What follows belongs to an exercise in optimizing a design on an open flow for small area; a production flow would make more cautious choices. Where RTL was checked, it was by simulation tests only, not by an equivalence proof against the original. No activity file was given, so power comes from the tool's default toggle rates. The clock port is modelled as an ideal driver; clocking choices that lean on that would not hold on a real chip.

// jt6295
module jt6295(
    input                  rst,
    input                  clk,
    input                  cen  ,
    input                  ss,         
    input                  wrn,   
    input         [ 7:0]   din,
    output        [ 7:0]   dout,
    output        [17:0]   rom_addr,
    input         [ 7:0]   rom_data,
    input                  rom_ok,
    output signed [13:0]   sound,
    output                 sample    
);
Size in the first run: ~1400 cells after synthesis, about 480 flip-flops, ~63 I/O pins, ~21000 um2 of cells after synthesis.
clock: 10.0 ns
lec_check: 0
cap_margin: 20
core_margin: 2
core_utilization: 40
slew_margin: 20
standard.sh (not shown) runs the stock make flow with config.mk's settings and CLKGATE_MAP_FILE= SYNTH_SCRIPT=/design/flow/synth_recipe.tcl, a recipe that flattens the netlist after the stock synthesis.
==> flow/flow/run.sh <==
#!/bin/bash
# The standard layout, with two changes: the smallest buffer on the ports
# (buf_1), and a clock tree with larger sink clusters and no dummy loads.
set -euo pipefail
bash standard.sh "BUFFER_PORTS_ARGS=-buffer_cell sky130_fd_sc_hd__buf_1" \
  "CTS_ARGS=-sink_clustering_enable -repair_clock_nets -dont_use_dummy_load -sink_clustering_size 28 -sink_clustering_max_diameter 250" \
  finish > standard.log 2>&1
==> next run, changes <==
==> flow/flow/run.sh (replaced) <==
#!/bin/bash
# The standard layout, with two changes: the smallest buffer on the ports
# (buf_1), and a clock tree with larger sink clusters and no dummy loads.
set -euo pipefail
bash standard.sh "BUFFER_PORTS_ARGS=-buffer_cell sky130_fd_sc_hd__buf_1" \
  "CTS_ARGS=-sink_clustering_enable -repair_clock_nets -dont_use_dummy_load -sink_clustering_size 27 -sink_clustering_max_diameter 150" \
  finish > standard.log 2>&1
The changed run ran to the end with no violations.
Final area barely changes.
Sequential power hardly moves.
Global-route usage is about the same.
Total power came out higher by 0.57%.
==> next run, changes <==
==> flow/flow/run.sh (replaced) <==
#!/bin/bash
# The standard layout, with two changes: the smallest buffer on the ports
# (buf_1), and a clock tree with larger sink clusters and no dummy loads.
set -euo pipefail
bash standard.sh "BUFFER_PORTS_ARGS=-buffer_cell sky130_fd_sc_hd__buf_1" \
  "CTS_ARGS=-sink_clustering_enable -repair_clock_nets -dont_use_dummy_load -sink_clustering_size 33 -sink_clustering_max_diameter 60" \
  finish > standard.log 2>&1
After rerunning: Sequential share of layout area came out lower by 0.89 points. Power came out higher by 6.6%. Clock-buffer cell count came out higher by 13. Global-route usage came out higher by 0.32 points. Cell count came out higher by 0.60%. Synthesized area stays the same. Worst hold slack got worse by 0.011 ns. Die area stays the same. Combinational power is about the same.
==> next run, changes <==
==> flow/flow/run.sh (replaced) <==
#!/bin/bash
# The standard layout, with two changes: the smallest buffer on the ports
# (buf_1), and a clock tree with larger sink clusters and no dummy loads.
set -euo pipefail
bash standard.sh "BUFFER_PORTS_ARGS=-buffer_cell sky130_fd_sc_hd__buf_1" \
  "CTS_ARGS=-sink_clustering_enable -repair_clock_nets -dont_use_dummy_load -sink_clustering_size 27 -sink_clustering_max_diameter 150" \
  finish > standard.log 2>&1
- CAP_MARGIN: 20 -> 5
- SLEW_MARGIN: 20 -> 5
Result:
- The changed run produced a clean layout
- first-iteration DRC count is higher by a few percent
- synthesized cell count stays the same
- worst setup slack loses 0.0057 ns
- fmax stays flat
- utilization is lower by 0.64 points
- count of clock-buffer cells in the layout is lower by 13
- global-route usage is lower by 0.32 points

========
jt6295, a different RTL version from the one above (not shown whole).
For scale: roughly 1900 cells after synthesis, ~480 flip-flops, roughly 63 I/O pins, ~0.022 mm^2 of cells after synthesis.
clock: 10.0 ns
lec_check: 0
cap_margin: 20
core_margin: 2
core_utilization: 40
slew_margin: 20
run.sh (not shown) runs the stock make flow with config.mk's settings and CLKGATE_MAP_FILE= SYNTH_SCRIPT=/design/flow/synth_recipe.tcl, a recipe that flattens the netlist after the stock synthesis.
Stock flow here: none of the scripts above is used.
==> next run, changes <==
Settings changed: CTS_BUF_LIST set to sky130_fd_sc_hd__clkbuf_4.
What happened: Final area hardly moves; first-iteration DRC count increases by a little under a tenth; count of clock-buffer cells in the layout goes up by 125.

========
jt6295, a different RTL version from the one above (not shown whole).
Size in the first run: ~480 flip-flops, roughly 0.021 sq mm of cells after synthesis.
Design jt6295, start of the top module:
module jt6295(
    input                  rst,
    input                  clk,
    input                  cen  ,
    input                  ss,         
    input                  wrn,   
    input         [ 7:0]   din,
    output        [ 7:0]   dout,
    output        [17:0]   rom_addr,
    input         [ 7:0]   rom_data,
    input                  rom_ok,
    output signed [13:0]   sound,
    output                 sample    
);
make LEC_CHECK=0 CAP_MARGIN=20 CORE_MARGIN=2 CORE_UTILIZATION=40 CTS_CLUSTER_DIAMETER=150 CTS_CLUSTER_SIZE=30 SLEW_MARGIN=20 finish   # period 10.0 ns
The starting point completed without violations.
Rerun with:
==> flow/flow/run.sh (new file) <==
#!/bin/bash
# Standard layout, with the smallest buffer on the ports.
set -euo pipefail
bash standard.sh "BUFFER_PORTS_ARGS=-buffer_cell sky130_fd_sc_hd__buf_1" finish > standard.log 2>&1
==> flow/standard.sh (new file) <==
#!/bin/bash
# synth_recipe.tcl (not shown) runs the flow's synth.tcl, then flattens the netlist and writes it again
# the make line also repeats each setting of config.mk as NAME=value (left out here)
make -C /OpenROAD-flow-scripts/flow DESIGN_CONFIG=/design/flow/config.mk WORK_HOME=/design/flow/orfs CLKGATE_MAP_FILE= SYNTH_SCRIPT=/design/flow/synth_recipe.tcl "${@:-finish}"
--- a/flow/config.mk
+++ b/flow/config.mk
@@ -10,4 +10,4 @@
 export CORE_UTILIZATION = 40
 export CTS_CLUSTER_DIAMETER = 150
-export CTS_CLUSTER_SIZE = 30
+export CTS_CLUSTER_SIZE = 25
 export SLEW_MARGIN = 20
removed: flow/run.sh
After rerunning:
- global-route usage is about the same
- final area went down by 0.89%
- routed wire length went up by 1.2%
Rerun with:
==> flow/flow/run.sh (replaced) <==
#!/bin/bash
# Standard layout, with the smallest buffer on the ports and no dummy clock loads.
set -euo pipefail
bash standard.sh "BUFFER_PORTS_ARGS=-buffer_cell sky130_fd_sc_hd__buf_1" \
  "CTS_ARGS=-sink_clustering_enable -repair_clock_nets -dont_use_dummy_load -sink_clustering_size 30 -sink_clustering_max_diameter 150" \
  finish > standard.log 2>&1
--- a/flow/config.mk
+++ b/flow/config.mk
@@ -10,4 +10,4 @@
 export CORE_UTILIZATION = 40
 export CTS_CLUSTER_DIAMETER = 150
-export CTS_CLUSTER_SIZE = 25
+export CTS_CLUSTER_SIZE = 30
 export SLEW_MARGIN = 20
=> Hold slack hardly moves; global-route usage stays flat; design area falls by 0.91%; wire length falls by 0.42%; sequential share of layout area rises by 0.55 points; synthesized area does not change; non-clock buffer count does not change.
Rerun with:
==> flow/run.sh (new file) <==
#!/bin/bash
# synth_recipe.tcl (not shown) runs the flow's synth.tcl, then flattens the netlist and writes it again
# the make line also repeats each setting of config.mk as NAME=value (left out here)
make -C /OpenROAD-flow-scripts/flow DESIGN_CONFIG=/design/flow/config.mk WORK_HOME=/design/flow/orfs CLKGATE_MAP_FILE= SYNTH_SCRIPT=/design/flow/synth_recipe.tcl finish
--- a/flow/config.mk
+++ b/flow/config.mk
@@ -10,4 +10,4 @@
 export CORE_UTILIZATION = 40
 export CTS_CLUSTER_DIAMETER = 150
-export CTS_CLUSTER_SIZE = 30
+export CTS_CLUSTER_SIZE = 25
 export SLEW_MARGIN = 20
removed: flow/flow/run.sh
removed: flow/standard.sh
- hold slack is about the same
- power is higher by 4.3%
- combinational power is higher by 3.7%
- cell area is higher by 2.5%
- final cell count is higher by 0.98%
No functional check of the RTL was part of any run of this note.

port drivers added, routing unchanged:
The flow's constraints put no driver on any port. The routed layouts listed below were extracted and timed again, unchanged, in two steps. Step 1: set_driving_cell puts a clkbuf_16 on clk and a buf_2 on each other input, an assumption about the parent block. Step 2 adds t to the input delays and takes it off the output delays; t is the mean of the earliest and latest rising clock arrival at the registers after step 1. Input paths then give back, and output paths get back, about the clock's delay inside the block. a / b / c = no drivers / after step 1 / after step 2; a / b = the first two.
run	t (ns)	slack for setup (ns)	worst data-port slew with drivers (ns)	cell pins on the clock port's net
the first run of note 1	0.593	1.270 / 1.270 / 1.270	0.09	1
the second run of note 1	0.580	1.295 / 1.295 / 1.295	0.09	1
the third run of note 1	0.596	1.303 / 1.303 / 1.303	0.09	1
the fourth run of note 1	0.579	1.297 / 1.297 / 1.297	0.09	1
the first run of note 2	0.636	1.317 / 1.317 / 1.317	0.04	1
the second run of note 2	0.875	1.354 / 1.354 / 1.354	0.04	1
the first run of note 3	0.597	1.207 / 1.207 / 1.207	0.04	1
the second run of note 3	0.620	1.198 / 1.198 / 1.198	0.05	1
the third run of note 3	0.595	1.184 / 1.184 / 1.184	0.05	1
the fourth run of note 3	0.626	1.179 / 1.179 / 1.179	0.04	1
After both steps setup and hold are still met in every run listed.
